Background: an optimization exercise with open tools, aiming at small area. Do not read the settings as production practice. Function was checked by simulation only, so behaviour that the tests miss may differ from the original.

==> flow/design.v (outline; a module is shown in full before it is edited, if it fits) <==
// module Top_FFT: 2589 lines
module Top_FFT #(parameter INTEGER_SIZE = 8, FRACT_SIZE = 8, NFFT = 128) (
    input  wire clk, rst,
    input  wire start_FFT,
    input  wire signed [INTEGER_SIZE+FRACT_SIZE-1:0] serial_in_r, serial_in_i,
    output wire signed [INTEGER_SIZE+FRACT_SIZE-1:0] serial_out_r, serial_out_i,
    output wire end_FFT, data_valid_FFT
);
  // ...
==> flow/run.sh <==
#!/bin/bash
# synth_recipe.tcl (not shown) runs the flow's synth.tcl, then flattens the netlist and writes it again
# the make line also repeats each setting of config.mk as NAME=value (left out here)
make -C /OpenROAD-flow-scripts/flow DESIGN_CONFIG=/design/flow/config.mk WORK_HOME=/design/flow/orfs CLKGATE_MAP_FILE= SYNTH_SCRIPT=/design/flow/synth_recipe.tcl finish
==> flow/config.mk <==
export PLATFORM = sky130hd
export DESIGN_NAME = Top_FFT
export DESIGN_NICKNAME = Top_FFT
export VERILOG_FILES = /design/flow/design.v
export SDC_FILE = /design/flow/constraint.sdc
export NUM_CORES = 4
export LEC_CHECK = 0
export CAP_MARGIN = 20
export CORE_MARGIN = 2
export CORE_UTILIZATION = 60
export CTS_CLUSTER_DIAMETER = 100
export CTS_CLUSTER_SIZE = 25
export PLACE_DENSITY = 0.7
export SLEW_MARGIN = 20
==> flow/constraint.sdc <==
create_clock -name core_clock -period 12.0 [get_ports {clk}]
set_input_delay 2.4000 -clock core_clock [delete_from_list [all_inputs] [get_ports {clk}]]
set_output_delay 2.4000 -clock core_clock [all_outputs]
set_load 0.01 [all_outputs]
==> results.py, run 1 <==
metrics = {
    "placement": {
        "dpl.cell_count": 13222,
        "portBuffers": 68,
    },
    "cells_and_area": {
        "fillers": 16668,
        "multi_input_comb_area_mm2": 0.0461,
        "largest_reg_flops": 2048,
    },
    "sta": {
        "period_share": 0.951,
        "timing.hold.ws_ns": 0.258,
        "tightest_slew_ns": 1.24,
        "finalCriticalPeriod_ns": 11.41,
    },
    "die": {
        "die_x_um": 479,
    },
    "status": {
        "status": "no timing/DRC/antenna violations",
    },
    "critical_path": {
        "path_cells": "inv_2 > buf_4 > nor2_1 > fa_1 > fa_1 > fa_1 > fa_1 > fa_1 > fa_1 > fa_1 > fa_1 > fa_1 > fa_1 > fa_1 > fa_1 > fa_1 > xor2_1 > xnor2_1 > clkdlybuf4s50_1",
        "cp.arrival_ns": 9.01,
    },
    "worst_hold_path": {
        "worst_hold_startpoint": "s4_dl[121]$_DFF_P_",
    },
    "logic_synthesis": {
        "yosysSeqAreaShare": 0.626,
        "synth.area.top_cells": "dfxtp_1 (62%), fa_1 (13%), xnor2_1 (3.8%), ha_1 (3.3%), inv_1 (2.3%)",
        "synthDistinctLibCells": 93,
    },
    "routing": {
        "met2RoutedLength_mm": 117,
        "dr_wl_met3_mm": 16.2,
    },
    "clock_network": {
        "cts.clk_slew.worst_paths_ns": 0.10,
    },
    "grt": {
        "grt_pass1_wl_mm": 415,
    },
}
==> run 2, diff against run 1 <==
--- a/flow/config.mk
+++ b/flow/config.mk
@@ -7,8 +7,8 @@
 export LEC_CHECK = 0
-export CAP_MARGIN = 20
+export CAP_MARGIN = 5
 export CORE_MARGIN = 2
 export CORE_UTILIZATION = 60
-export CTS_CLUSTER_DIAMETER = 100
-export CTS_CLUSTER_SIZE = 25
+export CTS_CLUSTER_DIAMETER = 70
+export CTS_CLUSTER_SIZE = 32
 export PLACE_DENSITY = 0.7
-export SLEW_MARGIN = 20
+export SLEW_MARGIN = 5
==> results.py, run 2 <==
metrics = {
    "status": {
        "status": "no timing/DRC/antenna violations",
    },
    "clock_network": {
        "tritoncts": "yes",
        "clk_path_buf_depth": 3,
        "hold_buffers": 0,
        "post_cts_buffers": 0,
        "cts_buffers": 171,
        "cts_resized": 0,
        "cts_sinks": 4233,
        "cts.clk_slew.worst_paths_ns": 0.11,
        "root_buffer": "clkbuf_16",
        "insertion_delay_ns": 0.88,
        "htree_levels": 4,
    },
    "cells_and_area": {
        "regMostFlops": "s1_dl",
        "layout_common_cells": "dfxtp_1 (4,224), fa_1 (911), inv_1 (844)",
        "top_regs": "s1_dl x2048, s2_dl x1024, s3_dl x512",
        "utilization": 0.647,
        "nets": 11704,
        "largest_reg_flops": 2048,
        "post_route_cells_drive_above_1_share": 0.0516,
        "area_delta_synth_final_pct": 7.38,
        "fin_cells": 13458,
        "fillers": 16771,
        "final_common_cell": "dfxtp_1",
    },
    "sta": {
        "max_freq_mhz": 87.6,
        "slew_headroom": 0.0676,
        "tns_ns": 0,
        "rsz0062_at_grt": "false",
        "finalCriticalPeriod_ns": 11.41,
        "period_share": 0.951,
        "finClkSkew_ns": 0.0835,
        "hold_viol": 0,
        "setup_violations": 0,
        "slew_viol_final": 0,
        "tightest_slew_ns": 1.39,
    },
    "logic_synthesis": {
        "synthDistinctLibCells": 93,
        "synth_edf_count": 0,
        "ys_async_sr_fraction": 0.00213,
        "ys_ff_latch": 4233,
        "synth_top_area_frac": 0.624,
        "ys.flop_type": "dfxtp_1",
        "synth.area.top_cells": "dfxtp_1 (62%), fa_1 (13%), xnor2_1 (3.8%), ha_1 (3.3%), inv_1 (2.3%)",
        "synth_area_leader_cell": "dfxtp_1",
        "avgSynthCellArea_um2": 13.0,
        "synthCells": 10407,
        "syn-num-nets": 11710,
        "yosysSeqAreaShare": 0.626,
        "synthTopCellsByCount": "dfxtp_1 (4,224), fa_1 (911), inv_1 (844)",
        "syn_area_mm2": 0.135,
        "ys_warn_count": 1,
        "synth.most_common_cell": "dfxtp_1",
    },
    "grt": {
        "use_met2": 0.362,
        "top_usage_layer": "met2",
        "grt_pass1_wl_mm": 415,
        "use_met1": 0.328,
        "grt_util_all_layers": 0.231,
        "grt_max_degree": 100,
        "grt-ovfl-total": 0,
        "antenna_found_initial": 14,
        "grt_pass1_vias": 72941,
        "grt_use_met3": 0.0401,
    },
    "routing": {
        "dr_total_vias": 69752,
        "post_drt_wl_per_cell_um": 19.3,
        "ant_nets": 0,
        "drt_iter0_drc": 5224,
        "avgViaCountPerCell": 5.18,
        "wirelength_mm": 260,
        "firstDrtPassIters": 6,
        "drcViolationCount": 0,
    },
    "die": {
        "dieArea_mm2": 0.230,
        "die_x_um": 479,
        "pin_count": 69,
        "die_h_um": 479,
        "start_util": 0.603,
        "rows": 174,
        "core_area_mm2": 0.225,
    },
    "placement": {
        "dpl.cell_count": 13220,
        "dp_hpwl_mm": 181,
        "place.gp.congestion": 0.931,
        "portBuffers": 68,
    },
    "job": {
        "cap_violations": 0,
    },
    "critical_path": {
        "crit_path_start_kind": "register",
        "cp.arrival_ns": 9.01,
        "critPathMaxFanout": 45,
        "cp-end-kind": "output pin",
        "crit_required_ns": 9.60,
        "crit_type": "register to output pin",
    },
    "worst_hold_path": {
        "hold_path_class": "register to register",
    },
}
[run 2: cell counts after synthesis]
No cell type changed its count.
[run 2: critical path: stages, from the launching register on]
cell and delay [ns]:
dfrtp_4 0.62, inv_2 0.36, buf_4 0.54, nor2_1 0.13, fa_1 0.42, fa_1 0.44
fa_1 0.44, fa_1 0.44, fa_1 0.44, fa_1 0.45, fa_1 0.43, fa_1 0.42
fa_1 0.44, fa_1 0.43, fa_1 0.42, fa_1 0.42, fa_1 0.41, xor2_1 0.18
xnor2_1 0.15, clkdlybuf4s50_1 0.55
[run 2: stage by stage]
stage          cell area, um^2  hold WS [ns]  setup WS [ns]
6_report                145000         0.282          0.590
3_3_place_gp            140000         0.310          0.853
4_1_cts                 145000         0.271          0.449
5_1_grt                 145000         0.284          0.152
3_5_place_dp            140000         0.312          0.704
2_1_floorplan           135000         0.310           1.26
[run 2: final cells by class]
cell class                 count  area (um^2)  area share
timing repair buffer         252         2060      0.0142
clock buffer                 174         4290      0.0295
multi-input combinational   4889        46100       0.317
sequential                  4233        84800       0.583
clock inverter                59         1260     0.00866
inverter                     854         3210      0.0220
antenna                        5         12.5   0.0000860
tap                         2992         3740      0.0257
[run 2: logic make-up after synthesis]
kind of cell             synth area share
buffers and inverters              0.0367
flip-flops                          0.626
adder cells (fa/ha/maj)             0.168
AO/OA/AOI/OAI                      0.0628
multiplexers                       0.0145
AND/OR/NAND/NOR                    0.0394
XOR/XNOR                           0.0528
[run 2: path summary, 6_finish.rpt]
check,cells after the start,slack [ns],to,from
setup / recovery,19,0.59,serial_out_i[15],cnt[0]$_DFF_PN0_
min in group asynchronous,1,1.84,cnt[5]$_DFF_PN0_,rst
hold / removal,0,0.28,s2_dl[755]$_DFF_P_,s2_dl[723]$_DFF_P_
setup reg to reg,50,0.82,s4_dl[31]$_DFF_P_,s4_dl[240]$_DFF_P_
max in group asynchronous,1,9.78,cnt[6]$_DFF_PN0_,rst
hold reg to reg,0,0.28,s2_dl[755]$_DFF_P_,s2_dl[723]$_DFF_P_
[run 2: per-layer routing]
layer | share of wire | routed length, um
met1 | 0.46 | 119000
met2 | 0.45 | 117000
met3 | 0.060 | 15600
met4 | 0.034 | 8910
met5 | 0.00019 | 50

## static timing again, ports no longer ideal
Ports are ideal in the flow. The routed layouts listed here were re-timed in OpenROAD.
Step 1 (the two cells are an assumption about what drives the block):
set clk [get_ports {clk}]
set_driving_cell -lib_cell sky130_fd_sc_hd__clkbuf_16 $clk
set_driving_cell -lib_cell sky130_fd_sc_hd__buf_2 [delete_from_list [all_inputs] $clk]
Step 2 times the ports against the registers' clock, not the clock port: input delays grow and output delays shrink by t, the midpoint of the rising clock arrivals with the driver on.
a / b / c = no drivers / after step 1 / after step 2; a / b = the first two.
run | t, ns | slack for setup (ns) | worst slew at a driven data input, ns
run 1 | 0.921 | 0.589 / 0.494 / 0.528 | 0.13
run 2 | 0.939 | 0.590 / 0.495 / 0.528 | 0.13
After both steps every run listed still meets setup and hold. For run 2, which loses most, drivers alone change the setup slack by -0.095 ns; drivers and shift together by -0.062 ns.
